Context: an optimization exercise on an open-source flow, tuned for small area, a short achievable clock period and few clock cycles per item. The choices shown serve that exercise and are no tape-out recipe.
Function was checked by simulation only, so behaviour that the tests miss may differ from the original.

## flow/design.v (module list and top-level ports; edited modules follow where they fit)
// module divSqrtRecodedFloat64: 436 lines
// module csa8: 1745 lines
module divSqrtRecodedFloat64(input clk, input reset,
    output io_inReady_div,
    output io_inReady_sqrt,
    input  io_inValid,
    input  io_sqrtOp,
    input [64:0] io_a,
    input [64:0] io_b,
    input [1:0] io_roundingMode,
    output io_outValid_div,
    output io_outValid_sqrt,
    output[64:0] io_out,
    output[4:0] io_exceptionFlags
);
  // ...
==> flow/run.sh <==
#!/bin/bash
# synth_recipe.tcl (not shown) runs the flow's synth.tcl, then flattens the netlist and writes it again
# the make line also repeats each setting of config.mk as NAME=value (left out here)
make -C /OpenROAD-flow-scripts/flow DESIGN_CONFIG=/design/flow/config.mk WORK_HOME=/design/flow/orfs CLKGATE_MAP_FILE= SYNTH_SCRIPT=/design/flow/synth_recipe.tcl finish
==> flow/config.mk <==
export PLATFORM = sky130hd
export DESIGN_NAME = divSqrtRecodedFloat64
export DESIGN_NICKNAME = divSqrtRecodedFloat64
export VERILOG_FILES = /design/flow/design.v
export SDC_FILE = /design/flow/constraint.sdc
export NUM_CORES = 4
export LEC_CHECK = 0
export CAP_MARGIN = 20
export CORE_MARGIN = 2
export CORE_UTILIZATION = 45
export PLACE_DENSITY = 0.6
export SETUP_SLACK_MARGIN = 5
export SLEW_MARGIN = 20
==> flow/constraint.sdc <==
create_clock -name core_clock -period 10.5 [get_ports {clk}]
set_input_delay 2.1000 -clock core_clock [delete_from_list [all_inputs] [get_ports {clk}]]
set_output_delay 2.1000 -clock core_clock [all_outputs]
set_load 0.01 [all_outputs]
==> results.txt, run 1 <==
* Outcome: no timing/DRC/antenna violations
* Drt wl/cell at 32.8 µm
* Met1 Track Usage GR at 0.526
* Post-synth top area cell: edfxtp_1
* Synth area leaders: edfxtp_1, fa_1, inv_1
* DRT antenna net count at 0
* Post-Synthesis Cell Area at 55700 µm²
* NumNets Final at 7096
* Antenna diode count at 4
* Met2 wire length at 109 mm
* Non-Filler Instances at 7987
* Slew @ Worst Pin at 1190 ps
* CTS hold repair buffers at 0
* Crit path buf inv count at 7
* Post-synth top flop: edfxtp_1
* CP dominant cell by count: buf_4
* DR WL met3 at 35.4 mm
* Fin util at 0.516
* Post-CTS Resized at 127
* Max-cap violations at 0
* Synth Warn # at 1
* Largest family of logic cells by synthesized area: adder cells
* Seq cells at 523
* Grt met2 use at 0.589
* Hold Startpoint: c9[22]
* Initial Util at 0.452
* Fraction of area in multi-input gates at 0.563
* Worst-case clock buffer depth at 3
* Area of the multi-input gates at 35800 µm²
* Die Ht at 356 µm
* Fmax achieved at 179 MHz
* Yosys cell types at 99
* Worst path top cell family by delay: compound AO/OA/AOI/OAI gates
* Buffers excl. clock at 470
* Top reg by flops: XR
* Post-synthesis register bit count at 523
* TNS Setup at 0 ps
* Critical-path cell list: buf_4, ha_4, nand2_1, buf_6, nand2_1, clkbuf_8, a22oi_1, o22ai_1, ha_1, and2_1, o2111a_1, o31ai_2, buf_4, a31o_4, o21ai_4, and3_4, o211ai_4, buf_12, a21o_4, a21oi_4, buf_4, buf_16, a221oi_1, a21oi_1
* Top class by area: multi-input gates
Testbench counts, summed over its fixed seeds: cycles 197,117, items 3,200.
==> module divSqrtRecodedFloat64, before the edit <==
module divSqrtRecodedFloat64(input clk, input reset,
    output io_inReady_div,
    output io_inReady_sqrt,
    input  io_inValid,
    input  io_sqrtOp,
    input [64:0] io_a,
    input [64:0] io_b,
    input [1:0] io_roundingMode,
    output io_outValid_div,
    output io_outValid_sqrt,
    output[64:0] io_out,
    output[4:0] io_exceptionFlags
);
  localparam [3:0] S_IDLE  = 4'd0,
                   S_FIRST = 4'd1,
                   S_ITER  = 4'd2,
                   S_ROUND = 4'd3,
                   S_NORM  = 4'd4,
                   S_DONE  = 4'd5,
                   S_SQA   = 4'd6,    
                   S_SQM   = 4'd7,    
                   S_SQR   = 4'd10,   
                   S_SQT   = 4'd8,    
                   S_SQF   = 4'd9,    
                   S_PRE   = 4'd11,   
                   S_SQP   = 4'd12;   
  reg  [3:0]  state;
  reg         rdy, vdiv, vsqrt;
  reg         sqrtOp, sign;
  reg  [1:0]  rm;
  reg         normal, nanOut, infOut;
  reg  [4:0]  flags;
  reg  [57:0] R;       
  reg  [53:0] S;       
  reg  [55:0] Q;       
  reg  [13:0] X;       
  reg  [11:0] EB;      
  reg  [5:0]  cnt;     
  reg  [54:0] Cc;      
  reg         cy;      
  reg  [3:0]  sop;     
  reg  [57:0] XR;      
  reg  [45:0] Z;       
  reg  [32:0] S1;      
  reg  [16:0] ER1;     
  reg  [1:0]  sb10;    
  reg  [8:0]  nA, nB, r0;
  reg  [9:0]  hiSq;
  reg  [24:0] c9;      
  reg         rinc, rinx, rsub, pq52, pq53;    
  reg         aph;     
  reg  [18:0] plo;
  reg  [6:0]  phi;
  assign io_inReady_div   = rdy;
  assign io_inReady_sqrt  = rdy;
  assign io_outValid_div  = vdiv;
  assign io_outValid_sqrt = vsqrt;
  assign io_out = {sign, X[11:0], Q[51:0]};
  assign io_exceptionFlags = flags;
  wire        accept = io_inValid & rdy;
  wire        sA = io_a[64], sB = io_b[64];
  wire [11:0] eA = io_a[63:52], eB = io_b[63:52];
  wire [51:0] fA = io_a[51:0], fB = io_b[51:0];
  wire zA = (eA[11:9] == 3'b000), zB = (eB[11:9] == 3'b000);
  wire spA = (eA[11:10] == 2'b11), spB = (eB[11:10] == 2'b11);
  wire nanA = spA & eA[9], nanB = spB & eB[9];
  wire infA = spA & ~eA[9], infB = spB & ~eB[9];
  wire snanA = nanA & ~fA[51], snanB = nanB & ~fB[51];
  wire inv_d = snanA | snanB | (zA & zB) | (infA & infB);
  wire inv_s = snanB | (sB & ~nanB & ~zB);
  wire in_inv    = io_sqrtOp ? inv_s : inv_d;
  wire in_nan    = io_sqrtOp ? (nanB | inv_s) : (nanA | nanB | inv_d);
  wire in_inf    = io_sqrtOp ? infB : (infA | zB);
  wire in_dz     = ~io_sqrtOp & ~spA & ~zA & zB;
  wire in_normal = io_sqrtOp ? (~spB & ~zB & ~sB) : (~spA & ~spB & ~zA & ~zB);
  wire [10:0] hB = eB[11:1];
  wire [62:0] ms, mcar;
  csa8 u_csa (.as_(R[54:0]), .ac(Cc), .mc(S), .mq(Q[7:0]), .s(ms), .c(mcar));
  wire [8:0]  mlo = {1'b0, ms[7:0]} + {1'b0, mcar[7:0]} + {8'd0, cy};
  reg  [58:0] adA, adB;
  reg         adC;
  always @(*) begin
    adA = {3'b000, R[54:0], 1'b0};
    adB = ~{5'b00000, S};
    adC = 1'b1;
    if (state == S_SQR) begin
      adA = {4'd0, R[54:0]};
      adB = {4'd0, Cc};
      adC = cy;
    end else if (state == S_SQT) begin
      adB = {1'b0, XR};
      adC = 1'b0;
      case (sop)
        4'd5:    adA = {R[56:0], Q[55:54]};
        4'd6:    adA = {1'b0, R[56:0], Q[55]};
        4'd7:    adA = {16'd0, R[57:15]};
        default: adA = {1'b0, R};
      endcase
    end
  end
  wire [58:0] sum = adA + adB + {58'd0, adC};
  wire        q = ~sum[58];
  wire [57:0] R_step = q ? {3'b000, sum[54:0]} : {3'b000, R[53:0], 1'b0};
  wire [55:0] Q_step = {Q[54:0], q};
  wire [13:0] Epre  = X - {2'b00, EB} + 14'd2047;
  wire [13:0] EpreP = X - {2'b00, EB} + 14'd2048;
  wire [13:0] d     = X - {2'b00, EB} + 14'd1075;    
  wire        d_neg = d[13];
  wire        d_big = ~d[13] & (d[12:0] >= 13'd54);
  wire [5:0]  rem_d = d_big ? (q ? 6'd53 : 6'd54) : d[5:0];
  wire        rbit   = Q[0];
  wire        lsb    = Q[1];
  wire        sticky = |R[54:0];
  wire        inexact = rbit | sticky;
  wire        magUp  = (rm == 2'd3 & ~sign) | (rm == 2'd2 & sign);
  wire        inc    = (rm == 2'd0) ? (rbit & (sticky | lsb)) : (magUp & inexact);
  wire [53:0] Qr     = {1'b0, Q[53:1]} + {53'd0, rinc};
  wire        sub    = rsub;
  wire [13:0] Ef     = X + {13'd0, pq53};
  wire        ovf    = ~sub & ~Ef[13] & (Ef[12:0] >= 13'd3072);
  wire        e0 = EB[0];
  wire [1:0]  pc = {EB[0], XR[51]};
  reg  [8:0]  k2;
  reg  [9:0]  ck1;
  reg  [12:0] ck0;
  always @(*) begin
    case (pc)
      2'd0: begin k2 = 9'h1c8; ck1 = 10'h2f;  ck0 = 13'h1a;   end
      2'd1: begin k2 = 9'h0c1; ck1 = 10'h1df; ck0 = 13'hbca;  end
      2'd2: begin k2 = 9'h143; ck1 = 10'h14d; ck0 = 13'h12d3; end
      default: begin k2 = 9'h089; ck1 = 10'h27e; ck0 = 13'h1b17; end
    endcase
  end
  wire [18:0] lo9 = nA * nB + {1'b0, c9[17:0]};
  wire [6:0]  hi9 = phi + {6'd0, plo[18]};
  wire [24:0] o9 = {hi9, plo[17:0]};
  wire [24:0] no9 = ~o9;
  wire [25:0] sq9 = e0 ? {o9, 1'b0} : {1'b0, o9};
  wire [8:0]  r0v = o9[19] ? no9[18:10] : 9'd0;
  wire [8:0]  zs0 = o9[11] ? no9[10:2] : 9'd0;
  wire [15:0] r1v = {1'b1, o9[24:10]};
  wire [15:0] r1  = e0 ? ER1[16:1] : ER1[15:0];
  wire [1:0]  cc0   = e0 ? {sb10[0], 1'b0} : {sb10[1] ^ sb10[0], sb10[0]};
  wire        extraT = XR[0];
  wire [1:0]  cc    = cc0 ^ {~extraT, 1'b0};
  wire [1:0]  rtop  = Q[55:54] + cc;
  wire        isNeg = rtop[1];
  wire        isZero = (rtop == 2'b00) & ~|Q[53:0];
  wire        sq_trueLtX = ~isNeg & ~isZero;
  wire        sq_inexact = ~isZero | ~extraT;
  wire        sq_magUp = (rm == 2'd3);
  wire        sq_rne = (rm == 2'd0);
  wire        sq_sel = (~sq_magUp & ~sq_rne & extraT & ~sq_trueLtX)
                     | (sq_magUp & extraT & ~sq_trueLtX & ~isZero)
                     | (sq_rne & (extraT | ~sq_trueLtX));
  wire [53:0] sigY = {1'b0, XR[53:1]} + {52'd0, sq_magUp & rinc, sq_magUp ^ rinc};
  always @(posedge clk) begin
    if (reset) begin
      state <= S_IDLE;
      rdy   <= 1'b1;
      vdiv  <= 1'b0;
      vsqrt <= 1'b0;
    end else begin
      vdiv  <= 1'b0;
      vsqrt <= 1'b0;
      case (state)
        S_IDLE, S_DONE: begin
          if (accept) begin
            state <= S_FIRST;
            rdy   <= 1'b0;
          end else begin
            state <= S_IDLE;
          end
        end
        S_FIRST: begin
          if (~normal) begin
            state <= S_DONE;
            rdy   <= 1'b1;
            vdiv  <= ~sqrtOp;
            vsqrt <= sqrtOp;
          end else if (sqrtOp) begin
            state <= S_SQA;
          end else if (d_neg || (~d_big && d[5:0] == 6'd0)) begin
            state <= S_PRE;
          end else begin
            state <= S_ITER;
          end
        end
        S_ITER: begin
          if (cnt == 6'd1) state <= S_PRE;
        end
        S_PRE: begin
          state <= S_ROUND;
        end
        S_ROUND: begin
          if (~ovf & sub & ~pq52) begin
            state <= S_NORM;
          end else begin
            state <= S_DONE;
            rdy   <= 1'b1;
            vdiv  <= 1'b1;
          end
        end
        S_NORM: begin
          if (Q[52] | ~|Q[53:0]) begin
            state <= S_DONE;
            rdy   <= 1'b1;
            vdiv  <= 1'b1;
          end
        end
        S_SQA: begin
          if (aph && cnt[2:0] == 3'd1) state <= S_SQT;
        end
        S_SQM: begin
          if (cnt == 6'd1) state <= (sop == 4'd9) ? S_SQP : S_SQR;
        end
        S_SQR: begin
          state <= S_SQT;
        end
        S_SQT: begin
          if (sop != 4'd5) state <= S_SQM;
        end
        S_SQP: begin
          state <= S_SQF;
        end
        S_SQF: begin
          state <= S_DONE;
          rdy   <= 1'b1;
          vsqrt <= 1'b1;
        end
        default: begin
          state <= S_IDLE;
          rdy   <= 1'b1;
        end
      endcase
    end
  end
  always @(posedge clk) begin
    case (state)
      S_IDLE, S_DONE: begin
        if (accept) begin
          sqrtOp <= io_sqrtOp;
          sign   <= io_sqrtOp ? sB : (sA ^ sB);
          rm     <= io_roundingMode;
          normal <= in_normal;
          nanOut <= in_nan;
          infOut <= in_inf;
          flags  <= {in_inv, in_dz, 3'b000};
          R      <= {5'd0, 1'b1, fA};
          S      <= {1'b1, fB, 1'b0};
          Q      <= 56'd0;
          X      <= io_sqrtOp ? {2'b00, hB[10], ~hB[10], hB[9:0]} : {2'b00, eA};
          EB     <= eB;
          XR     <= {5'd0, 1'b1, fB};
          sb10   <= fB[1:0];
        end
      end
      S_FIRST: begin
        if (~normal) begin
          X <= nanOut ? 14'h0e00 : infOut ? 14'h0c00 : 14'h0000;
        end else if (sqrtOp) begin
          cnt <= 6'd7;
          aph <= 1'b0;
          nA  <= k2;
          nB  <= XR[50:42];
          c9  <= {5'd0, ck1, 10'd0};
        end else if (d_neg) begin
          X   <= Epre;
        end else begin
          R   <= R_step;
          Q   <= Q_step;
          X   <= q ? EpreP : Epre;
          cnt <= rem_d;
        end
      end
      S_ITER: begin
        R   <= R_step;
        Q   <= Q_step;
        cnt <= cnt - 6'd1;
      end
      S_ROUND: begin
        flags[2] <= ovf;
        flags[1] <= sub & rinx;
        flags[0] <= rinx | ovf;
        if (ovf) begin
          if (rm == 2'd0 | magUp) begin
            X <= 14'h0c00;
          end else begin
            X <= 14'h0bff;
            Q <= {56{1'b1}};
          end
        end else if (sub) begin
          X <= 14'd1026;
          Q <= {2'b00, Qr};
        end else begin
          X <= Ef;
          Q <= {2'b00, Qr};
        end
      end
      S_NORM: begin
        if (~Q[52]) begin
          if (~|Q[53:0]) begin
            X <= 14'h0000;
          end else begin
            Q <= {Q[54:0], 1'b0};
            X <= X - 14'd1;
          end
        end
      end
      S_SQA: begin
        aph <= ~aph;
        if (~aph) begin
          plo <= lo9;
          phi <= c9[24:18];
        end else begin
        cnt <= cnt - 6'd1;
        case (cnt[2:0])
          3'd7: begin
            nA <= no9[19:11];
            c9 <= {5'd0, 1'b1, ck0, 6'h3f};
          end
          3'd6: begin
            r0 <= r0v; nA <= r0v; nB <= r0v;
            c9 <= 25'h40000 + {6'd0, r0v, 10'd0};
          end
          3'd5: begin
            hiSq <= sq9[19:10]; nA <= XR[52:44]; nB <= sq9[9:1];
            c9 <= sq9[19] ? {4'd0, XR[46:26] + 21'h400} : 25'h400;
          end
          3'd4: begin
            nA <= XR[43:35]; nB <= hiSq[8:0];
            c9 <= {4'd0, o9[20:0]};
          end
          3'd3: begin
            nA <= XR[52:44];
            c9 <= {9'd0, o9[24:9]};
          end
          3'd2: begin
            nA <= zs0; nB <= {1'b1, r0[8:1]};
            c9 <= {r0, 16'd0};
          end
          default: begin
            ER1 <= e0 ? {r1v, 1'b0} : {1'b0, r1v};
            sop <= 4'd0;
          end
        endcase
        end
      end
      S_SQM: begin
        R     <= {3'b000, ms[62:8]};
        Cc    <= mcar[62:8];
        Q     <= {mlo[7:0], Q[55:8]};
        cy    <= mlo[8];
        cnt   <= cnt - 6'd1;
      end
      S_SQR: begin
        R     <= {3'b000, sum[54:0]};
      end
      S_SQT: begin
        Cc    <= 55'd0;
        cy    <= 1'b0;
        R     <= 58'd0;
        sop   <= sop + 4'd1;
        case (sop)
          4'd0: begin    
            S <= {37'd0, ER1};
            Q <= {40'd0, r1};
            cnt <= 6'd2;
          end
          4'd1: begin    
            S <= XR[53:0];
            Q <= {24'd0, R[15:0], Q[55:40]};
            cnt <= 6'd4;
          end
          4'd2: begin    
            Z <= ~{R[39:0], Q[55:50]};
            S <= XR[53:0];
            Q <= {39'd0, ER1};
            cnt <= 6'd3;
          end
          4'd3: begin    
            XR <= {R[44:0], Q[55:43]};
            S <= {8'd0, Z};
            Q <= {22'd0, Z[45:12]};
            cnt <= 6'd5;
          end
          4'd4: begin    
            S1 <= R[39:7];
            S <= {8'd0, XR[57:12]};
            Q <= {10'd0, Z};
            cnt <= 6'd6;
          end
          4'd5: begin    
            Z <= {15'd0, sum[57:27]};
            R <= R;
          end
          4'd6: begin    
            XR <= sum[57:0];
            S <= {8'd0, sum[57:12]};
            Q <= {26'd0, S1[30:1]};
            cnt <= 6'd4;
          end
          4'd7: begin    
            XR <= sum[57:0];
            S <= {21'd0, S1};
            Q <= {25'd0, Z[30:0]};
            cnt <= 6'd4;
          end
          default: begin    
            XR <= {4'd0, sum[57:4]};
            S <= ~sum[57:4];
            Q <= {2'b00, ~sum[57:4]};
            cnt <= 6'd7;
          end
        endcase
      end
      S_PRE: begin
        rinc <= inc;
        rinx <= inexact;
        rsub <= X[13] | (X[12:0] < 13'd1026);
        pq52 <= Q[53] ^ (inc & (&Q[52:1]));
        pq53 <= inc & (&Q[53:1]);
      end
      S_SQP: begin
        rinc <= sq_sel;
        rinx <= sq_inexact;
      end
      S_SQF: begin
        flags[0] <= rinx;
        X <= X + {13'd0, sigY[53]};
        Q <= {4'd0, sigY[51:0]};
      end
      default: ;
    endcase
  end
endmodule
==> run 2: changes to the inputs <==
--- a/flow/design.v
+++ b/flow/design.v
@@ -47,10 +47,21 @@
   reg  [8:0]  nA, nB, r0;
   reg  [9:0]  hiSq;
   reg  [24:0] c9;      
+  reg  [8:0]  ik2;     
+  reg  [9:0]  ick1;
+  always @(*) begin
+    case ({eB[0], fB[51]})
+      2'd0: begin ik2 = 9'h1c8; ick1 = 10'h2f;  end
+      2'd1: begin ik2 = 9'h0c1; ick1 = 10'h1df; end
+      2'd2: begin ik2 = 9'h143; ick1 = 10'h14d; end
+      default: begin ik2 = 9'h089; ick1 = 10'h27e; end
+    endcase
+  end
   reg         rinc, rinx, rsub, pq52, pq53;    
   reg         aph;     
-  reg  [18:0] plo;
+  reg  [18:0] ps9, pk9;    
   reg  [6:0]  phi;
+  reg         f_res, f_p5a, f_p5b, f_p7, f_p8;    
   assign io_inReady_div   = rdy;
   assign io_inReady_sqrt  = rdy;
   assign io_outValid_div  = vdiv;
@@ -83,19 +94,17 @@
     adA = {3'b000, R[54:0], 1'b0};
     adB = ~{5'b00000, S};
     adC = 1'b1;
-    if (state == S_SQR) begin
+    if (f_res) begin
       adA = {4'd0, R[54:0]};
       adB = {4'd0, Cc};
       adC = cy;
-    end else if (state == S_SQT) begin
+    end else if (f_p5a | f_p5b | f_p7 | f_p8) begin
       adB = {1'b0, XR};
       adC = 1'b0;
-      case (sop)
-        4'd5:    adA = {R[56:0], Q[55:54]};
-        4'd6:    adA = {1'b0, R[56:0], Q[55]};
-        4'd7:    adA = {16'd0, R[57:15]};
-        default: adA = {1'b0, R};
-      endcase
+      adA = ({59{f_p5a}} & {R[56:0], Q[55:54]})
+          | ({59{f_p5b}} & {1'b0, R[56:0], Q[55]})
+          | ({59{f_p7}}  & {16'd0, R[57:15]})
+          | ({59{f_p8}}  & {1'b0, R});
     end
   end
   wire [58:0] sum = adA + adB + {58'd0, adC};
@@ -120,18 +129,18 @@
   wire        ovf    = ~sub & ~Ef[13] & (Ef[12:0] >= 13'd3072);
   wire        e0 = EB[0];
   wire [1:0]  pc = {EB[0], XR[51]};
-  reg  [8:0]  k2;
-  reg  [9:0]  ck1;
   reg  [12:0] ck0;
   always @(*) begin
     case (pc)
-      2'd0: begin k2 = 9'h1c8; ck1 = 10'h2f;  ck0 = 13'h1a;   end
-      2'd1: begin k2 = 9'h0c1; ck1 = 10'h1df; ck0 = 13'hbca;  end
-      2'd2: begin k2 = 9'h143; ck1 = 10'h14d; ck0 = 13'h12d3; end
-      default: begin k2 = 9'h089; ck1 = 10'h27e; ck0 = 13'h1b17; end
+      2'd0: ck0 = 13'h1a;
+      2'd1: ck0 = 13'hbca;
+      2'd2: ck0 = 13'h12d3;
+      default: ck0 = 13'h1b17;
     endcase
   end
-  wire [18:0] lo9 = nA * nB + {1'b0, c9[17:0]};
+  wire [18:0] cs9s, cs9k;
+  csa9 u_csa9 (.a(nA), .b(nB), .c(c9[17:0]), .s(cs9s), .k(cs9k));
+  wire [18:0] plo = ps9 + pk9;
   wire [6:0]  hi9 = phi + {6'd0, plo[18]};
   wire [24:0] o9 = {hi9, plo[17:0]};
   wire [24:0] no9 = ~o9;
@@ -155,6 +164,14 @@
                      | (sq_rne & (extraT | ~sq_trueLtX));
   wire [53:0] sigY = {1'b0, XR[53:1]} + {52'd0, sq_magUp & rinc, sq_magUp ^ rinc};
   always @(posedge clk) begin
+    f_res <= (state == S_SQM && cnt == 6'd1 && sop != 4'd9)
+           | (state == S_SQA && aph && cnt[2:0] == 3'd1);
+    f_p5a <= (state == S_SQR && sop == 4'd5);
+    f_p5b <= (state == S_SQT && sop == 4'd5);
+    f_p7  <= (state == S_SQR && sop == 4'd7);
+    f_p8  <= (state == S_SQR && sop == 4'd8);
+  end
+  always @(posedge clk) begin
     if (reset) begin
       state <= S_IDLE;
       rdy   <= 1'b1;
@@ -166,7 +183,7 @@
       case (state)
         S_IDLE, S_DONE: begin
           if (accept) begin
-            state <= S_FIRST;
+            state <= (io_sqrtOp & in_normal) ? S_SQA : S_FIRST;
             rdy   <= 1'b0;
           end else begin
             state <= S_IDLE;
@@ -178,8 +195,6 @@
             rdy   <= 1'b1;
             vdiv  <= ~sqrtOp;
             vsqrt <= sqrtOp;
-          end else if (sqrtOp) begin
-            state <= S_SQA;
           end else if (d_neg || (~d_big && d[5:0] == 6'd0)) begin
             state <= S_PRE;
           end else begin
@@ -212,7 +227,7 @@
           if (aph && cnt[2:0] == 3'd1) state <= S_SQT;
         end
         S_SQM: begin
-          if (cnt == 6'd1) state <= (sop == 4'd9) ? S_SQP : S_SQR;
+          if (cnt == 6'd1) state <= (sop == 4'd9) ? S_SQP : (sop <= 4'd4) ? S_SQT : S_SQR;
         end
         S_SQR: begin
           state <= S_SQT;
@@ -253,17 +268,16 @@
           EB     <= eB;
           XR     <= {5'd0, 1'b1, fB};
           sb10   <= fB[1:0];
+          cnt    <= 6'd7;
+          aph    <= 1'b0;
+          nA     <= ik2;
+          nB     <= fB[50:42];
+          c9     <= {5'd0, ick1, 10'd0};
         end
       end
       S_FIRST: begin
         if (~normal) begin
           X <= nanOut ? 14'h0e00 : infOut ? 14'h0c00 : 14'h0000;
-        end else if (sqrtOp) begin
-          cnt <= 6'd7;
-          aph <= 1'b0;
-          nA  <= k2;
-          nB  <= XR[50:42];
-          c9  <= {5'd0, ck1, 10'd0};
         end else if (d_neg) begin
           X   <= Epre;
         end else begin
@@ -310,7 +324,8 @@
       S_SQA: begin
         aph <= ~aph;
         if (~aph) begin
-          plo <= lo9;
+          ps9 <= cs9s;
+          pk9 <= cs9k;
           phi <= c9[24:18];
         end else begin
         cnt <= cnt - 6'd1;
@@ -369,23 +384,23 @@
           end
           4'd1: begin    
             S <= XR[53:0];
-            Q <= {24'd0, R[15:0], Q[55:40]};
+            Q <= {24'd0, sum[15:0], Q[55:40]};
             cnt <= 6'd4;
           end
           4'd2: begin    
-            Z <= ~{R[39:0], Q[55:50]};
+            Z <= ~{sum[39:0], Q[55:50]};
             S <= XR[53:0];
             Q <= {39'd0, ER1};
             cnt <= 6'd3;
           end
           4'd3: begin    
-            XR <= {R[44:0], Q[55:43]};
+            XR <= {sum[44:0], Q[55:43]};
             S <= {8'd0, Z};
             Q <= {22'd0, Z[45:12]};
             cnt <= 6'd5;
           end
           4'd4: begin    
-            S1 <= R[39:7];
+            S1 <= sum[39:7];
             S <= {8'd0, XR[57:12]};
             Q <= {10'd0, Z};
             cnt <= 6'd6;
@@ -2179,3 +2194,295 @@
   assign s = {1'b0, t866, t864, t862, t860, t858, t856, t854, t852, t850, t848, t846, t844, t842, t840, t838, t836, t834, t832, t830, t828, t826, t824, t822, t820, t818, t816, t814, t812, t810, t808, t806, t804, t802, t800, t798, t796, t794, t792, t790, t788, t786, t784, t782, t780, t778, t776, t774, t772, t770, t768, t766, t764, t762, t760, t758, t756, t754, t752, t750, t748, t746, t745};
   assign c = {1'b0, 1'b0, t865, t863, t861, t859, t857, t855, t853, t851, t849, t847, t845, t843, t841, t839, t837, t835, t833, t831, t829, t827, t825, t823, t821, t819, t817, t815, t813, t811, t809, t807, t805, t803, t801, t799, t797, t795, t793, t791, t789, t787, t785, t783, t781, t779, t777, t775, t773, t771, t769, t767, t765, t763, t761, t759, t757, t755, t753, t751, t749, t747, pp0[0]};
 endmodule
+module csa9(input [8:0] a, input [8:0] b, input [17:0] c, output [18:0] s, output [18:0] k);
+  wire u1;
+  wire u2;
+  wire u3;
+  wire u4;
+  wire u5;
+  wire u6;
+  wire u7;
+  wire u8;
+  wire u9;
+  wire u10;
+  wire u11;
+  wire u12;
+  wire u13;
+  wire u14;
+  wire u15;
+  wire u16;
+  wire u17;
+  wire u18;
+  wire u19;
+  wire u20;
+  wire u21;
+  wire u22;
+  wire u23;
+  wire u24;
+  wire u25;
+  wire u26;
+  wire u27;
+  wire u28;
+  wire u29;
+  wire u30;
+  wire u31;
+  wire u32;
+  wire u33;
+  wire u34;
+  wire u35;
+  wire u36;
+  wire u37;
+  wire u38;
+  wire u39;
+  wire u40;
+  wire u41;
+  wire u42;
+  wire u43;
+  wire u44;
+  wire u45;
+  wire u46;
+  wire u47;
+  wire u48;
+  wire u49;
+  wire u50;
+  wire u51;
+  wire u52;
+  wire u53;
+  wire u54;
+  wire u55;
+  wire u56;
+  wire u57;
+  wire u58;
+  wire u59;
+  wire u60;
+  wire u61;
+  wire u62;
+  wire u63;
+  wire u64;
+  wire u65;
+  wire u66;
+  wire u67;
+  wire u68;
+  wire u69;
+  wire u70;
+  wire u71;
+  wire u72;
+  wire u73;
+  wire u74;
+  wire u75;
+  wire u76;
+  wire u77;
+  wire u78;
+  wire u79;
+  wire u80;
+  wire u81;
+  wire u82;
+  wire u83;
+  wire u84;
+  wire u85;
+  wire u86;
+  wire u87;
+  wire u88;
+  wire u89;
+  wire u90;
+  wire u91;
+  wire u92;
+  wire u93;
+  wire u94;
+  wire u95;
+  wire u96;
+  wire u97;
+  wire u98;
+  wire u99;
+  wire u100;
+  wire u101;
+  wire u102;
+  wire u103;
+  wire u104;
+  wire u105;
+  wire u106;
+  wire u107;
+  wire u108;
+  wire u109;
+  wire u110;
+  wire u111;
+  wire u112;
+  wire u113;
+  wire u114;
+  wire u115;
+  wire u116;
+  wire u117;
+  wire u118;
+  wire u119;
+  wire u120;
+  wire u121;
+  wire u122;
+  wire u123;
+  wire u124;
+  wire u125;
+  wire u126;
+  wire u127;
+  wire u128;
+  wire u129;
+  wire u130;
+  wire u131;
+  wire u132;
+  wire u133;
+  wire u134;
+  wire u135;
+  wire u136;
+  wire u137;
+  wire u138;
+  wire u139;
+  wire u140;
+  wire u141;
+  wire u142;
+  wire u143;
+  wire u144;
+  assign u1 = (a[8] & b[0]) ^ (a[7] & b[1]);
+  assign u2 = (a[8] & b[0]) & (a[7] & b[1]);
+  assign u3 = (a[8] & b[1]) ^ (a[7] & b[2]);
+  assign u4 = (a[8] & b[1]) & (a[7] & b[2]);
+  assign u5 = (a[5] & b[0]) ^ (a[4] & b[1]);
+  assign u6 = (a[5] & b[0]) & (a[4] & b[1]);
+  assign u7 = (a[6] & b[0]) ^ (a[5] & b[1]) ^ (a[4] & b[2]);
+  assign u8 = ((a[6] & b[0]) & (a[5] & b[1])) | ((a[6] & b[0]) & (a[4] & b[2])) | ((a[5] & b[1]) & (a[4] & b[2]));
+  assign u9 = (a[3] & b[3]) ^ (a[2] & b[4]);
+  assign u10 = (a[3] & b[3]) & (a[2] & b[4]);
+  assign u11 = (a[7] & b[0]) ^ (a[6] & b[1]) ^ (a[5] & b[2]);
+  assign u12 = ((a[7] & b[0]) & (a[6] & b[1])) | ((a[7] & b[0]) & (a[5] & b[2])) | ((a[6] & b[1]) & (a[5] & b[2]));
+  assign u13 = (a[4] & b[3]) ^ (a[3] & b[4]) ^ (a[2] & b[5]);
+  assign u14 = ((a[4] & b[3]) & (a[3] & b[4])) | ((a[4] & b[3]) & (a[2] & b[5])) | ((a[3] & b[4]) & (a[2] & b[5]));
+  assign u15 = (a[1] & b[6]) ^ (a[0] & b[7]);
+  assign u16 = (a[1] & b[6]) & (a[0] & b[7]);
+  assign u17 = u1 ^ (a[6] & b[2]) ^ (a[5] & b[3]);
+  assign u18 = (u1 & (a[6] & b[2])) | (u1 & (a[5] & b[3])) | ((a[6] & b[2]) & (a[5] & b[3]));
+  assign u19 = (a[4] & b[4]) ^ (a[3] & b[5]) ^ (a[2] & b[6]);
+  assign u20 = ((a[4] & b[4]) & (a[3] & b[5])) | ((a[4] & b[4]) & (a[2] & b[6])) | ((a[3] & b[5]) & (a[2] & b[6]));
+  assign u21 = (a[1] & b[7]) ^ (a[0] & b[8]) ^ c[8];
+  assign u22 = ((a[1] & b[7]) & (a[0] & b[8])) | ((a[1] & b[7]) & c[8]) | ((a[0] & b[8]) & c[8]);
+  assign u23 = u2 ^ u3 ^ (a[6] & b[3]);
+  assign u24 = (u2 & u3) | (u2 & (a[6] & b[3])) | (u3 & (a[6] & b[3]));
+  assign u25 = (a[5] & b[4]) ^ (a[4] & b[5]) ^ (a[3] & b[6]);
+  assign u26 = ((a[5] & b[4]) & (a[4] & b[5])) | ((a[5] & b[4]) & (a[3] & b[6])) | ((a[4] & b[5]) & (a[3] & b[6]));
+  assign u27 = (a[2] & b[7]) ^ (a[1] & b[8]) ^ c[9];
+  assign u28 = ((a[2] & b[7]) & (a[1] & b[8])) | ((a[2] & b[7]) & c[9]) | ((a[1] & b[8]) & c[9]);
+  assign u29 = u4 ^ (a[8] & b[2]) ^ (a[7] & b[3]);
+  assign u30 = (u4 & (a[8] & b[2])) | (u4 & (a[7] & b[3])) | ((a[8] & b[2]) & (a[7] & b[3]));
+  assign u31 = (a[6] & b[4]) ^ (a[5] & b[5]) ^ (a[4] & b[6]);
+  assign u32 = ((a[6] & b[4]) & (a[5] & b[5])) | ((a[6] & b[4]) & (a[4] & b[6])) | ((a[5] & b[5]) & (a[4] & b[6]));
+  assign u33 = (a[3] & b[7]) ^ (a[2] & b[8]) ^ c[10];
+  assign u34 = ((a[3] & b[7]) & (a[2] & b[8])) | ((a[3] & b[7]) & c[10]) | ((a[2] & b[8]) & c[10]);
+  assign u35 = (a[8] & b[3]) ^ (a[7] & b[4]) ^ (a[6] & b[5]);
+  assign u36 = ((a[8] & b[3]) & (a[7] & b[4])) | ((a[8] & b[3]) & (a[6] & b[5])) | ((a[7] & b[4]) & (a[6] & b[5]));
+  assign u37 = (a[5] & b[6]) ^ (a[4] & b[7]) ^ (a[3] & b[8]);
+  assign u38 = ((a[5] & b[6]) & (a[4] & b[7])) | ((a[5] & b[6]) & (a[3] & b[8])) | ((a[4] & b[7]) & (a[3] & b[8]));
+  assign u39 = (a[8] & b[4]) ^ (a[7] & b[5]) ^ (a[6] & b[6]);
+  assign u40 = ((a[8] & b[4]) & (a[7] & b[5])) | ((a[8] & b[4]) & (a[6] & b[6])) | ((a[7] & b[5]) & (a[6] & b[6]));
+  assign u41 = (a[3] & b[0]) ^ (a[2] & b[1]);
+  assign u42 = (a[3] & b[0]) & (a[2] & b[1]);
+  assign u43 = (a[4] & b[0]) ^ (a[3] & b[1]) ^ (a[2] & b[2]);
+  assign u44 = ((a[4] & b[0]) & (a[3] & b[1])) | ((a[4] & b[0]) & (a[2] & b[2])) | ((a[3] & b[1]) & (a[2] & b[2]));
+  assign u45 = (a[1] & b[3]) ^ (a[0] & b[4]);
+  assign u46 = (a[1] & b[3]) & (a[0] & b[4]);
+  assign u47 = u5 ^ (a[3] & b[2]) ^ (a[2] & b[3]);
+  assign u48 = (u5 & (a[3] & b[2])) | (u5 & (a[2] & b[3])) | ((a[3] & b[2]) & (a[2] & b[3]));
+  assign u49 = (a[1] & b[4]) ^ (a[0] & b[5]) ^ c[5];
+  assign u50 = ((a[1] & b[4]) & (a[0] & b[5])) | ((a[1] & b[4]) & c[5]) | ((a[0] & b[5]) & c[5]);
+  assign u51 = u6 ^ u7 ^ u9;
+  assign u52 = (u6 & u7) | (u6 & u9) | (u7 & u9);
+  assign u53 = (a[1] & b[5]) ^ (a[0] & b[6]) ^ c[6];
+  assign u54 = ((a[1] & b[5]) & (a[0] & b[6])) | ((a[1] & b[5]) & c[6]) | ((a[0] & b[6]) & c[6]);
+  assign u55 = u8 ^ u10 ^ u11;
+  assign u56 = (u8 & u10) | (u8 & u11) | (u10 & u11);
+  assign u57 = u13 ^ u15 ^ c[7];
+  assign u58 = (u13 & u15) | (u13 & c[7]) | (u15 & c[7]);
+  assign u59 = u12 ^ u14 ^ u16;
+  assign u60 = (u12 & u14) | (u12 & u16) | (u14 & u16);
+  assign u61 = u17 ^ u19 ^ u21;
+  assign u62 = (u17 & u19) | (u17 & u21) | (u19 & u21);
+  assign u63 = u18 ^ u20 ^ u22;
+  assign u64 = (u18 & u20) | (u18 & u22) | (u20 & u22);
+  assign u65 = u23 ^ u25 ^ u27;
+  assign u66 = (u23 & u25) | (u23 & u27) | (u25 & u27);
+  assign u67 = u24 ^ u26 ^ u28;
+  assign u68 = (u24 & u26) | (u24 & u28) | (u26 & u28);
+  assign u69 = u29 ^ u31 ^ u33;
+  assign u70 = (u29 & u31) | (u29 & u33) | (u31 & u33);
+  assign u71 = u30 ^ u32 ^ u34;
+  assign u72 = (u30 & u32) | (u30 & u34) | (u32 & u34);
+  assign u73 = u35 ^ u37 ^ c[11];
+  assign u74 = (u35 & u37) | (u35 & c[11]) | (u37 & c[11]);
+  assign u75 = u36 ^ u38 ^ u39;
+  assign u76 = (u36 & u38) | (u36 & u39) | (u38 & u39);
+  assign u77 = (a[5] & b[7]) ^ (a[4] & b[8]) ^ c[12];
+  assign u78 = ((a[5] & b[7]) & (a[4] & b[8])) | ((a[5] & b[7]) & c[12]) | ((a[4] & b[8]) & c[12]);
+  assign u79 = u40 ^ (a[8] & b[5]) ^ (a[7] & b[6]);
+  assign u80 = (u40 & (a[8] & b[5])) | (u40 & (a[7] & b[6])) | ((a[8] & b[5]) & (a[7] & b[6]));
+  assign u81 = (a[6] & b[7]) ^ (a[5] & b[8]) ^ c[13];
+  assign u82 = ((a[6] & b[7]) & (a[5] & b[8])) | ((a[6] & b[7]) & c[13]) | ((a[5] & b[8]) & c[13]);
+  assign u83 = (a[8] & b[6]) ^ (a[7] & b[7]) ^ (a[6] & b[8]);
+  assign u84 = ((a[8] & b[6]) & (a[7] & b[7])) | ((a[8] & b[6]) & (a[6] & b[8])) | ((a[7] & b[7]) & (a[6] & b[8]));
+  assign u85 = (a[2] & b[0]) ^ (a[1] & b[1]);
+  assign u86 = (a[2] & b[0]) & (a[1] & b[1]);
+  assign u87 = u41 ^ (a[1] & b[2]) ^ (a[0] & b[3]);
+  assign u88 = (u41 & (a[1] & b[2])) | (u41 & (a[0] & b[3])) | ((a[1] & b[2]) & (a[0] & b[3]));
+  assign u89 = u42 ^ u43 ^ u45;
+  assign u90 = (u42 & u43) | (u42 & u45) | (u43 & u45);
+  assign u91 = u44 ^ u46 ^ u47;
+  assign u92 = (u44 & u46) | (u44 & u47) | (u46 & u47);
+  assign u93 = u48 ^ u50 ^ u51;
+  assign u94 = (u48 & u50) | (u48 & u51) | (u50 & u51);
+  assign u95 = u52 ^ u54 ^ u55;
+  assign u96 = (u52 & u54) | (u52 & u55) | (u54 & u55);
+  assign u97 = u56 ^ u58 ^ u59;
+  assign u98 = (u56 & u58) | (u56 & u59) | (u58 & u59);
+  assign u99 = u60 ^ u62 ^ u63;
+  assign u100 = (u60 & u62) | (u60 & u63) | (u62 & u63);
+  assign u101 = u64 ^ u66 ^ u67;
+  assign u102 = (u64 & u66) | (u64 & u67) | (u66 & u67);
+  assign u103 = u68 ^ u70 ^ u71;
+  assign u104 = (u68 & u70) | (u68 & u71) | (u70 & u71);
+  assign u105 = u72 ^ u74 ^ u75;
+  assign u106 = (u72 & u74) | (u72 & u75) | (u74 & u75);
+  assign u107 = u76 ^ u78 ^ u79;
+  assign u108 = (u76 & u78) | (u76 & u79) | (u78 & u79);
+  assign u109 = u80 ^ u82 ^ u83;
+  assign u110 = (u80 & u82) | (u80 & u83) | (u82 & u83);
+  assign u111 = u84 ^ (a[8] & b[7]) ^ (a[7] & b[8]);
+  assign u112 = (u84 & (a[8] & b[7])) | (u84 & (a[7] & b[8])) | ((a[8] & b[7]) & (a[7] & b[8]));
+  assign u113 = (a[1] & b[0]) ^ (a[0] & b[1]);
+  assign u114 = (a[1] & b[0]) & (a[0] & b[1]);
+  assign u115 = u85 ^ (a[0] & b[2]) ^ c[2];
+  assign u116 = (u85 & (a[0] & b[2])) | (u85 & c[2]) | ((a[0] & b[2]) & c[2]);
+  assign u117 = u86 ^ u87 ^ c[3];
+  assign u118 = (u86 & u87) | (u86 & c[3]) | (u87 & c[3]);
+  assign u119 = u88 ^ u89 ^ c[4];
+  assign u120 = (u88 & u89) | (u88 & c[4]) | (u89 & c[4]);
+  assign u121 = u90 ^ u91 ^ u49;
+  assign u122 = (u90 & u91) | (u90 & u49) | (u91 & u49);
+  assign u123 = u92 ^ u93 ^ u53;
+  assign u124 = (u92 & u93) | (u92 & u53) | (u93 & u53);
+  assign u125 = u94 ^ u95 ^ u57;
+  assign u126 = (u94 & u95) | (u94 & u57) | (u95 & u57);
+  assign u127 = u96 ^ u97 ^ u61;
+  assign u128 = (u96 & u97) | (u96 & u61) | (u97 & u61);
+  assign u129 = u98 ^ u99 ^ u65;
+  assign u130 = (u98 & u99) | (u98 & u65) | (u99 & u65);
+  assign u131 = u100 ^ u101 ^ u69;
+  assign u132 = (u100 & u101) | (u100 & u69) | (u101 & u69);
+  assign u133 = u102 ^ u103 ^ u73;
+  assign u134 = (u102 & u103) | (u102 & u73) | (u103 & u73);
+  assign u135 = u104 ^ u105 ^ u77;
+  assign u136 = (u104 & u105) | (u104 & u77) | (u105 & u77);
+  assign u137 = u106 ^ u107 ^ u81;
+  assign u138 = (u106 & u107) | (u106 & u81) | (u107 & u81);
+  assign u139 = u108 ^ u109 ^ c[14];
+  assign u140 = (u108 & u109) | (u108 & c[14]) | (u109 & c[14]);
+  assign u141 = u110 ^ u111 ^ c[15];
+  assign u142 = (u110 & u111) | (u110 & c[15]) | (u111 & c[15]);
+  assign u143 = u112 ^ (a[8] & b[8]) ^ c[16];
+  assign u144 = (u112 & (a[8] & b[8])) | (u112 & c[16]) | ((a[8] & b[8]) & c[16]);
+  assign s = {1'b0, u144, u142, u140, u138, u136, u134, u132, u130, u128, u126, u124, u122, u120, u118, u116, u114, u113, (a[0] & b[0])};
+  assign k = {1'b0, c[17], u143, u141, u139, u137, u135, u133, u131, u129, u127, u125, u123, u121, u119, u117, u115, c[1], c[0]};
+endmodule
==> results.txt, run 2 <==
* Outcome: no timing/DRC/antenna violations (unchanged)
* Ys async rst share at 0 (unchanged)
* Synth Warn # at 1 (unchanged)
* Drt drc at 0 (unchanged)
* Final setup fails at 0 (unchanged)
* Sequential area share after synthesis at 0.286 (was 0.281)
* Avg Inst Size Synth at 8.85 µm² (was 8.91 µm²)
* Detailed Routing Iterations Pass 1 at 13 (was 15)
* Final period util at 0.512 (was 0.532)
* DP Worst Slack at 3390 ps (was 2580 ps)
* Number of global-route vias before repair at 51.4k (was 51.5k)
* Min Tclk post-route at 5380 ps (was 5590 ps)
* Slew @ Worst Pin at 1180 ps (was 1190 ps)
* Most common cell after layout, fill and taps aside: inv_1 (unchanged)
* Top reg by flops: XR (unchanged)
* Critical-path cell list: buf_12, or4_4, buf_4, a21oi_1, o21ai_0, ha_1, and3_1, nand3_1, a211oi_4, o21ai_2, or4_4, a211o_4, a211o_1, a21oi_2, nor3_2, buf_4, a221o_1 (was buf_4, ha_4, nand2_1, buf_6, nand2_1, clkbuf_8, a22oi_1, o22ai_1, ha_1, and2_1, o2111a_1, o31ai_2, buf_4, a31o_4, o21ai_4, and3_4, o211ai_4, buf_12, a21o_4, a21oi_4, buf_4, buf_16, a221oi_1, a21oi_1)
* Crit path capture type: flip-flop (unchanged)
* Top-area cell type share of the netlist area at 0.282 (was 0.278)
* Die area at 129000 µm² (was 127000 µm²)
* Post-synthesis register bit count at 545 (was 523)
* Critical path class: flip-flop to flip-flop (unchanged)
* # IOs at 210 (unchanged)
* Die Ht at 359 µm (was 356 µm)
* Fmax achieved at 186 MHz (was 179 MHz)
* Max-cap violations at 0 (unchanged)
* RR Startpoint: f_p5a (was sop[1])
* Placed cells at 7944 (was 7749)
* Largest regs: XR (58), Q (56), R (55) (unchanged)
* Number of synthesized flops with an enable pin at 533 (was 516)
* CTS tree: done (unchanged)
* Mapped Nets at 7194 (was 7050)
* Commonest non-fill, non-tap cells in the layout: inv_1, nand2_1, edfxtp_1 (was inv_1, edfxtp_1, and2_1)
* Worst-skew pair later-pin latency at 690 ps (was 670 ps)
* Die Wd at 359 µm (was 356 µm)
* CTS buffer count at 69 (was 68)
* CTS Sinks at 545 (was 523)
* Area of the multi-input gates at 35800 µm² (about the same)
* Grt ovf at 0 (unchanged)
* RePlAce Congestion at 1.02 (was 1.06)
* Vias at 52.8k (was 53.4k)
* Final hold vios at 0 (unchanged)
* Post-Synthesis Cell Area at 56800 µm² (was 55700 µm²)
* DRT antenna net count at 0 (unchanged)
* Global-route wire length before repair at 366 mm (was 371 mm)
* Worst-case clock buffer depth at 3 (unchanged)
* Non-Filler Instances at 8111 (was 7987)
* Worst hold path type: flip-flop to flip-flop (unchanged)
* Largest net degree at the start of global routing at 84 (was 74)
* Syn-to-layout area delta at 12.0% (was 14.2%)
* CTS hold repair buffers at 0 (unchanged)
* Max-slew violations at 0 (unchanged)
* Clock Pin Slew Worst Setup and Hold Paths at 60 ps (about the same)
* Clk_skew at 33.3 ps (was 57.0 ps)
* Antenna diode count at 0 (was 4)
* Drt wl/cell at 31.3 µm (was 32.8 µm)
* Commonest cells post-synth: inv_1, nand2_1, edfxtp_1, and2_1, fa_1 (was inv_1, edfxtp_1, and2_1, fa_1, nand2_1)
* Root buffer cell: clkbuf_16 (unchanged)
* Drt via density at 6.51 (was 6.68)
* Hold Startpoint: c9[17] (was c9[22])
* DRT iter0 DRCs at 8855 (was 9878)
* Post-synth top flop: edfxtp_1 (unchanged)
* RSZ-0062 raised after global routing: yes (unchanged)
* Final WS setup at 5120 ps (was 4910 ps)
* Worst slew margin at 0.204 (about the same)
* Yosys cell types at 94 (was 99)
* DPL Wire Length at 186 mm (was 187 mm)
* Post-synthesis cell count at 6413 (was 6251)
* Row cnt at 130 (was 129)
* Crit path largest cell delay at 570 ps (was 420 ps)
* Initial Util at 0.453 (was 0.452)
* Synth area leaders: edfxtp_1, fa_1, and2_1 (was edfxtp_1, fa_1, inv_1)
* Maximum fanout along the worst path at 60 (was 34)
* Crit. Startpoint: f_p5a (was sop[1])
* Antenna violations before repair at 12 (was 14)
* # port buffers at 209 (unchanged)
* Max FFs per register at 58 (unchanged)
* Total core area at 125000 µm² (was 123000 µm²)
* CP arrival at 5790 ps (was 6080 ps)
* Hold Slack at 418 ps (about the same)
* TNS Setup at 0 ps (unchanged)
* Top-count cell post-synth: inv_1 (unchanged)
* Slowest-stage cell, CP: or4_4 (was edfxtp_1)
* Share of cells above drive strength 1 at 0.0723 (was 0.0927)
* Req. time, crit path at 10920 ps (was 10990 ps)
* NumNets Final at 7187 (was 7096)
* H-tree depth at 3 (unchanged)
* Crit path launch type: flip-flop (unchanged)
* # fillers at 11.9k (was 11.7k)
* GR Util All Layers at 0.384 (was 0.403)
* Final wirelength at 254 mm (was 262 mm)
* Post-synth top area cell: edfxtp_1 (unchanged)
* Register Area at 16300 µm² (was 15600 µm²)
run 2: changes by cell type after synthesis, moves of 17 or more:
cell      change
nand2_1     +127
o21ai_0      +81
o22ai_1      -64
a22oi_1      -54
a211oi_1     -46
nor3_1       -37
a222oi_1     +32
nor2_1       +28
mux2i_1      +25
clkbuf_1     -21
and2_1       +19
nand3_1      +19
ha_1         -18
edfxtp_1     +17
run 2: repair_timing:
action | in CTS | in global routing
endpoints found under the setup margin | 406 | 306
gates resized for setup | 57 | 48
pin swaps | 11 | 20
setup buffers | 18 | 16
gates cloned | 2 | 2
run 2: layer usage:
metal  GRT usage  part of all wire  vias up
met3       0.111              0.13      734
met2       0.563              0.42     3788
li1            -                 -    22200
met4       0.188             0.060       10
met1       0.520              0.39    26100
met5           0           0.00025        -
run 2: metrics by stage:
stage          area (µm²)   util
2_1_floorplan       56800      -
3_3_place_gp        60200  0.480
3_5_place_dp        60300  0.481
4_1_cts             63100  0.503
5_1_grt             63600  0.507
6_report            63600  0.507
run 2: cell families after synthesis:
family,after synthesis,synth area share
simple gates,2011,0.175
compound gates,1550,0.188
buf+inv,1349,0.0941
fa+ha+maj,645,0.207
flops,545,0.286
xor+xnor,236,0.0366
mux,77,0.0140
run 2: worst max-delay path, delay by kind of cell (launching register included):
kind | cells | cell delay (ps)
AO/OA/AOI/OAI | 8 | 2180
AND/OR/NAND/NOR | 5 | 1600
buffers and inverters | 3 | 600
adder cells (fa/ha/maj) | 1 | 410
flip-flops | 1 | 320
run 2: area by class of cell:
class | instances | share of cell area
Tap cell | 1650 | 0.0325
Timing Repair Buffer | 416 | 0.0613
Sequential cell | 545 | 0.256
Inverter | 853 | 0.0504
Clock buffer | 87 | 0.0290
Multi-Input combinational cell | 4521 | 0.564
Clock inverter | 39 | 0.00764
run 2: final timing paths:
check | depth (start not counted) | slack, ps | endpoint
worst min-delay path | 0 | 420 | pk9[17]
worst max register to register | 17 | 5120 | S[53]
worst min register to register | 0 | 420 | pk9[17]
worst max-delay path | 17 | 5120 | S[53]
Testbench counts of run 2, summed over its fixed seeds: cycles 189,567, items 3,200.
==> run 3: changes to the inputs <==
--- a/flow/config.mk
+++ b/flow/config.mk
@@ -11,3 +11,4 @@
 export PLACE_DENSITY = 0.6
 export SETUP_SLACK_MARGIN = 5
 export SLEW_MARGIN = 20
+export TNS_END_PERCENT = 0
==> results.txt, run 3 <==
* Top-area cell type share of the netlist area at 0.282 (unchanged)
* Outcome: no timing/DRC/antenna violations (unchanged)
* Non-Filler Instances at 8120 (was 8111)
* Commonest non-fill, non-tap cells in the layout: inv_1, nand2_1, edfxtp_1 (unchanged)
* DPL Wire Length at 188 mm (was 186 mm)
* Vias at 53.1k (was 52.8k)
* DRT antenna net count at 0 (unchanged)
* Post-synthesis register bit count at 545 (unchanged)
* Die area at 129000 µm² (unchanged)
* CTS Sinks at 545 (unchanged)
* Max-slew violations at 0 (unchanged)
* R2R cell count at 16 (was 17)
* Number of global-route vias before repair at 51.6k (was 51.4k)
* Clock Pin Slew Worst Setup and Hold Paths at 70 ps (was 60 ps)
* Grt ovf at 0 (unchanged)
* Max-cap violations at 0 (unchanged)
* CTS buffer count at 71 (was 69)
* Final period util at 0.535 (was 0.512)
* CTS tree: done (unchanged)
* Critical-path cell list: buf_12, or4_2, nor2_1, a21oi_1, o21ai_0, ha_1, o21a_1, o31ai_2, a211oi_4, o21ai_1, or4_4, a211o_4, a211o_1, nand3_1, a21oi_1, a211o_1 (was buf_12, or4_4, buf_4, a21oi_1, o21ai_0, ha_1, and3_1, nand3_1, a211oi_4, o21ai_2, or4_4, a211o_4, a211o_1, a21oi_2, nor3_2, buf_4, a221o_1)
* Register Area at 16300 µm² (unchanged)
* Yosys cell types at 94 (unchanged)
* Crit path capture type: flip-flop (unchanged)
* Total core area at 125000 µm² (unchanged)
* RR Startpoint: f_p5a (unchanged)
* Most common cell after layout, fill and taps aside: inv_1 (unchanged)
* RePlAce Congestion at 1.04 (was 1.02)
* Mapped Nets at 7194 (unchanged)
* Largest regs: XR (58), Q (56), R (55) (unchanged)
* Worst hold path type: flip-flop to flip-flop (unchanged)
* Largest net degree at the start of global routing at 161 (was 84)
* Post-synthesis cell count at 6413 (unchanged)
* Top reg by flops: XR (unchanged)
* Req. time, crit path at 10930 ps (was 10920 ps)
* Drt wl/cell at 31.8 µm (was 31.3 µm)
* Number of synthesized flops with an enable pin at 533 (unchanged)
* Setup slack, reg-to-reg at 4890 ps (was 5120 ps)
* Die Ht at 359 µm (unchanged)
* Max FFs per register at 58 (unchanged)
* Drt via density at 6.54 (was 6.51)
* Hold Startpoint: c9[24] (was c9[17])
* Avg Inst Size Synth at 8.85 µm² (unchanged)
* DRT iter0 DRCs at 9242 (was 8855)
* NumNets Final at 7190 (was 7187)
* RSZ-0062 raised after global routing: yes (unchanged)
* Placed cells at 7949 (was 7944)
* Worst-skew pair later-pin latency at 680 ps (was 690 ps)
* Slew @ Worst Pin at 1230 ps (was 1180 ps)
* Maximum fanout along the worst path at 61 (was 60)
* Root buffer cell: clkbuf_16 (unchanged)
* WHS Path Cells at 0 (unchanged)
* Fmax achieved at 178 MHz (was 186 MHz)
* # IOs at 210 (unchanged)
* Crit path largest cell delay at 1030 ps (was 570 ps)
* Post-synth top flop: edfxtp_1 (unchanged)
* Top-count cell post-synth: inv_1 (unchanged)
* Drt drc at 0 (unchanged)
* Hold Path End: phi[6] (was pk9[17])
* Critical path class: flip-flop to flip-flop (unchanged)
* DP Worst Slack at 3720 ps (was 3390 ps)
* Synth area leaders: edfxtp_1, fa_1, and2_1 (unchanged)
* CP arrival at 6040 ps (was 5790 ps)
* Syn-to-layout area delta at 12.0% (about the same)
* TNS Setup at 0 ps (unchanged)
* Ys async rst share at 0 (unchanged)
* Row cnt at 130 (unchanged)
* Synth Warn # at 1 (unchanged)
* Final WS setup at 4890 ps (was 5120 ps)
* Commonest cells post-synth: inv_1, nand2_1, edfxtp_1, and2_1, fa_1 (unchanged)
* # port buffers at 209 (unchanged)
* Area of the multi-input gates at 35800 µm² (about the same)
* Global-route wire length before repair at 371 mm (was 366 mm)
* Initial Util at 0.453 (unchanged)
* Sequential area share after synthesis at 0.286 (unchanged)
* R2r endpoint: Q[49] (was S[53])
* Die Wd at 359 µm (unchanged)
* GR Util All Layers at 0.391 (was 0.384)
* Clk_skew at 36.9 ps (was 33.3 ps)
* Worst-case clock buffer depth at 3 (unchanged)
* Slowest-stage cell, CP: or4_2 (was or4_4)
* Detailed Routing Iterations Pass 1 at 11 (was 13)
* Worst slew margin at 0.182 (was 0.204)
* H-tree depth at 3 (unchanged)
* Min Tclk post-route at 5610 ps (was 5380 ps)
* Final hold vios at 0 (unchanged)
* Final wirelength at 258 mm (was 254 mm)
* # fillers at 11.9k (about the same)
* Crit path launch type: flip-flop (unchanged)
* Final setup fails at 0 (unchanged)
* Antenna violations before repair at 8 (was 12)
* Post-synth top area cell: edfxtp_1 (unchanged)
* Post-Synthesis Cell Area at 56800 µm² (unchanged)
* Share of cells above drive strength 1 at 0.0719 (was 0.0723)
## run 3: cell counts after synthesis
Identical to the previous run, type by type.
## run 3: critical path, delay by kind of cell, from the launching register on
| kind | cells | cell delay (ps) |
|---|---|---|
| flops | 1 | 330 |
| buf+inv | 1 | 160 |
| compound gates | 10 | 2270 |
| fa+ha+maj | 1 | 300 |
| simple gates | 4 | 2200 |
## run 3: how the worst max path moves through the flow
stage	start	endpoint	slack, ps	cells past startpoint
final	f_p5a	Q[49]	4890	16
after global routing	f_p5a	S[53]	4860	20
after CTS	rm[1]	X[10]	4870	20
after detailed placement	f_p8	S[42]	3720	18
after global placement	f_p8	S[16]	3290	18
after floorplan	X[0]	R[0]	4840	16
## run 3: timing repair
| item | in CTS | in global routing |
|---|---|---|
| pin swaps | 8 | 12 |
| resized for setup | 58 | 41 |
| endpoints found under the setup margin | 399 | 294 |
| buffers inserted | 12 | 19 |
| gates cloned | 3 | 3 |
| hold buffers | 0 | 0 |
## run 3: layer usage
metal / vias up / share of wire / global-route usage
li1: 22200 / - / -
met1: 26200 / 0.39 / 0.530
met2: 3900 / 0.41 / 0.558
met3: 804 / 0.13 / 0.119
met4: 12 / 0.064 / 0.209
met5: - / 0.00051 / 0.00370
## run 3: cells by family after synthesis
family,share of synthesized area
compound gates,0.188
xor+xnor,0.0366
fa+ha+maj,0.207
buf+inv,0.0941
flops,0.286
mux,0.0140
simple gates,0.175
## run 3: area by class of cell
type | instances | share of cell area
Tap cell | 1650 | 0.0325
Sequential cell | 545 | 0.256
Clock buffer | 89 | 0.0295
Multi-Input combinational cell | 4523 | 0.564
Antenna cell | 4 | 0.000158
Inverter | 853 | 0.0504
Clock inverter | 41 | 0.00687
Timing Repair Buffer | 415 | 0.0606
## run 3: metrics by stage
| stage | hold slack [ps] | util | instance area [µm²] |
|---|---|---|---|
| 6_report | 416 | 0.507 | 63500 |
| 5_1_grt | 414 | 0.507 | 63500 |
| 2_1_floorplan | 400 | - | 56800 |
| 3_5_place_dp | 405 | 0.481 | 60400 |
| 3_3_place_gp | 401 | 0.481 | 60300 |
| 4_1_cts | 413 | 0.503 | 63100 |
==> run 4: changes to the inputs <==
==> flow/flow/run.sh (new file) <==
#!/bin/bash
bash standard.sh SETUP_SLACK_MARGIN=6.5 finish > standard.log 2>&1
==> flow/standard.sh (new file) <==
#!/bin/bash
# synth_recipe.tcl (not shown) runs the flow's synth.tcl, then flattens the netlist and writes it again
# the make line also repeats each setting of config.mk as NAME=value (left out here)
make -C /OpenROAD-flow-scripts/flow DESIGN_CONFIG=/design/flow/config.mk WORK_HOME=/design/flow/orfs CLKGATE_MAP_FILE= SYNTH_SCRIPT=/design/flow/synth_recipe.tcl "${@:-finish}"
--- a/flow/config.mk
+++ b/flow/config.mk
@@ -11,4 +11,3 @@
 export PLACE_DENSITY = 0.6
 export SETUP_SLACK_MARGIN = 5
 export SLEW_MARGIN = 20
-export TNS_END_PERCENT = 0
removed: flow/run.sh
==> results.txt, run 4 <==
* GR Util All Layers at 0.440 (was 0.391)
* Die Ht at 359 µm (unchanged)
* Initial Util at 0.453 (unchanged)
* Maximum fanout along the worst path at 5 (was 61)
* Syn-to-layout area delta at 34.9% (was 12.0%)
* Share of cells above drive strength 1 at 0.252 (was 0.0719)
* Antenna violations before repair at 25 (was 8)
* Commonest non-fill, non-tap cells in the layout: inv_1, nand2_1, edfxtp_1 (unchanged)
* Top-area cell type share of the netlist area at 0.282 (unchanged)
* Worst hold path type: flip-flop to flip-flop (unchanged)
* DPL Wire Length at 187 mm (was 188 mm)
* Crit path capture type: flip-flop (unchanged)
* Slew @ Worst Pin at 1400 ps (was 1230 ps)
* Fmax achieved at 194 MHz (was 178 MHz)
* Synth Warn # at 1 (unchanged)
* NumNets Final at 7856 (was 7190)
* Clock Pin Slew Worst Setup and Hold Paths at 60 ps (was 70 ps)
* Worst-skew pair later-pin latency at 710 ps (was 680 ps)
* RePlAce Congestion at 1.05 (was 1.04)
* # IOs at 210 (unchanged)
* Final wirelength at 293 mm (was 258 mm)
* Post-synth top flop: edfxtp_1 (unchanged)
* DRT iter0 DRCs at 10.6k (was 9242)
* Post-synthesis cell count at 6413 (unchanged)
* Final hold vios at 0 (unchanged)
* Worst slew margin at 0.0640 (was 0.182)
* Ys async rst share at 0 (unchanged)
* Largest net degree at the start of global routing at 70 (was 161)
* Total core area at 125000 µm² (unchanged)
* CTS buffer count at 70 (was 71)
* Die Wd at 359 µm (unchanged)
* Row cnt at 130 (unchanged)
* Yosys cell types at 94 (unchanged)
* Commonest cells post-synth: inv_1, nand2_1, edfxtp_1, and2_1, fa_1 (unchanged)
* Post-Synthesis Cell Area at 56800 µm² (unchanged)
* Min Tclk post-route at 5160 ps (was 5610 ps)
* CTS tree: done (unchanged)
* Final setup fails at 0 (unchanged)
* Post-synthesis register bit count at 545 (unchanged)
* Max-cap violations at 0 (unchanged)
* Mapped Nets at 7194 (unchanged)
* Post-synth top area cell: edfxtp_1 (unchanged)
* Max-slew violations at 0 (unchanged)
* TNS Setup at 0 ps (unchanged)
* Global-route wire length before repair at 410 mm (was 371 mm)
* Most common cell after layout, fill and taps aside: inv_1 (unchanged)
* Drt wl/cell at 33.3 µm (was 31.8 µm)
* DRT antenna net count at 0 (unchanged)
* Detailed Routing Iterations Pass 1 at 12 (was 11)
* Vias at 58.8k (was 53.1k)
* Final instance area at 76600 µm² (was 63500 µm²)
* Grt ovf at 0 (unchanged)
* Synth area leaders: edfxtp_1, fa_1, and2_1 (unchanged)
* Max FFs per register at 58 (unchanged)
* H-tree depth at 3 (unchanged)
* Number of synthesized flops with an enable pin at 533 (unchanged)
* Top reg by flops: XR (unchanged)
* Sequential area share after synthesis at 0.286 (unchanged)
* Req. time, crit path at 10900 ps (was 10930 ps)
* Drt drc at 0 (unchanged)
* Root buffer cell: clkbuf_16 (unchanged)
* Largest regs: XR (58), Q (56), R (55) (unchanged)
* Setup slack, reg-to-reg at 5340 ps (was 4890 ps)
* Final period util at 0.491 (was 0.535)
* Avg Inst Size Synth at 8.85 µm² (unchanged)
* Crit path launch type: flip-flop (unchanged)
* # port buffers at 209 (unchanged)
* Dpl cell area at 61300 µm² (was 60400 µm²)
* Hold Slack at 417 ps (was 416 ps)
* CTS Sinks at 545 (unchanged)
* Number of global-route vias before repair at 56.2k (was 51.6k)
* Critical path class: flip-flop to flip-flop (unchanged)
* Die area at 129000 µm² (unchanged)
* Top-count cell post-synth: inv_1 (unchanged)
* RSZ-0062 raised after global routing: yes (unchanged)
* Clk_skew at 43.5 ps (was 36.9 ps)
* CTS hold repair buffers at 0 (unchanged)
* Outcome: no timing/DRC/antenna violations (unchanged)
* CP arrival at 5550 ps (was 6040 ps)
* Drt via density at 6.67 (was 6.54)
* Worst-case clock buffer depth at 3 (unchanged)
run 4: cell counts after synthesis:
Identical to the previous run, type by type.
run 4: path summary, 6_finish.rpt:
check,start,to,cells after the start
worst min-delay path,c9[1],pk9[1],0
worst max register to register,f_p5a,S[45],20
worst max-delay path,f_p5a,S[45],20
worst min register to register,c9[1],pk9[1],0
run 4: through the flow:
step           setup slack (ps)  utilization  std cells
5_1_grt                    5380        0.610       8783
3_5_place_dp               3480        0.489       7943
2_1_floorplan              5530            -       6413
3_3_place_gp               3600        0.489       7942
6_report                   5340        0.610       8803
4_1_cts                    5570        0.581       8589
run 4: cells by family (layout without fill, tap and decap cells):
kind of cell | after synthesis | in the layout | synth area share
simple gates | 2011 | 2024 | 0.175
compound gates | 1550 | 1551 | 0.188
buf+inv | 1349 | 2053 | 0.0941
fa+ha+maj | 645 | 645 | 0.207
flops | 545 | 545 | 0.286
xor+xnor | 236 | 236 | 0.0366
mux | 77 | 77 | 0.0140
other cells | 0 | 22 | 0
run 4: worst max-delay path, stage by stage (launching register included):
cell	delay, ps
dfxtp_4	350
buf_12	120
or4_4	600
buf_6	170
nand2b_4	90
buf_6	120
buf_16	100
nand2_1	70
nand2_1	130
mux2_2	160
ha_1	170
o21a_1	190
o31ai_4	110
a211oi_4	340
o21ai_4	120
or4_4	570
a211o_4	390
a211oi_4	320
nor4_4	110
nor3_4	430
o221ai_2	180
run 4: routing by layer:
metal  track usage  wire length [µm]  up-vias
met5             0               686        -
met4         0.284             24700       28
met3         0.181             45300     1358
met2         0.604            116000     5094
met1         0.566            106000    28700
li1              -                 -    23600
run 4: cell type report:
type                    instances  area (µm²)
clock buffers                  89        1930
diodes                         22        55.1
fillers                     10500       48900
clock inverters                39         415
multi-input cells            4533       40900
well taps                    1650        2060
repair buffers               1072       11700
inverters                     853        3210
flip-flops and latches        545       16300
run 4: repair_timing:
| item | 4_1_cts | 5_1_grt |
|---|---|---|
| hold endpoints to repair | 0 | 0 |
| endpoints found under the setup margin | 607 | 578 |
| gates cloned | 54 | 6 |
| buffers inserted | 464 | 186 |
| pin swaps | 323 | 277 |
| gates resized for setup | 862 | 488 |

==> separate check: timing with driven ports <==
How much do the figures lean on ideal ports? The routed layouts below were timed once more, with nothing changed but the port constraints.
Step 1 assumes that a clkbuf_16 drives the clock port and a buf_2 every other input.
Step 2 also shifts input and output timing later by t, the mid clock arrival at the registers, as if the neighbouring blocks saw the same clock.
Slacks: ideal / step 1 / step 2; pairs: ideal / step 1.
run	t, ns	slack for setup (ns)	slew at the worst register clock pin (ns)
run 1	0.718	4.911 / 4.911 / 4.731	0.07 / 0.07
run 2	0.760	5.124 / 5.124 / 4.941	0.07 / 0.07
run 3	0.752	4.887 / 4.887 / 4.887	0.07 / 0.07
run 4	0.769	5.343 / 5.343 / 5.343	0.07 / 0.07
After both steps setup and hold are still met in every run listed. For run 2, which loses most, drivers alone change the setup slack by 0.000 ns; drivers and shift together by -0.183 ns.
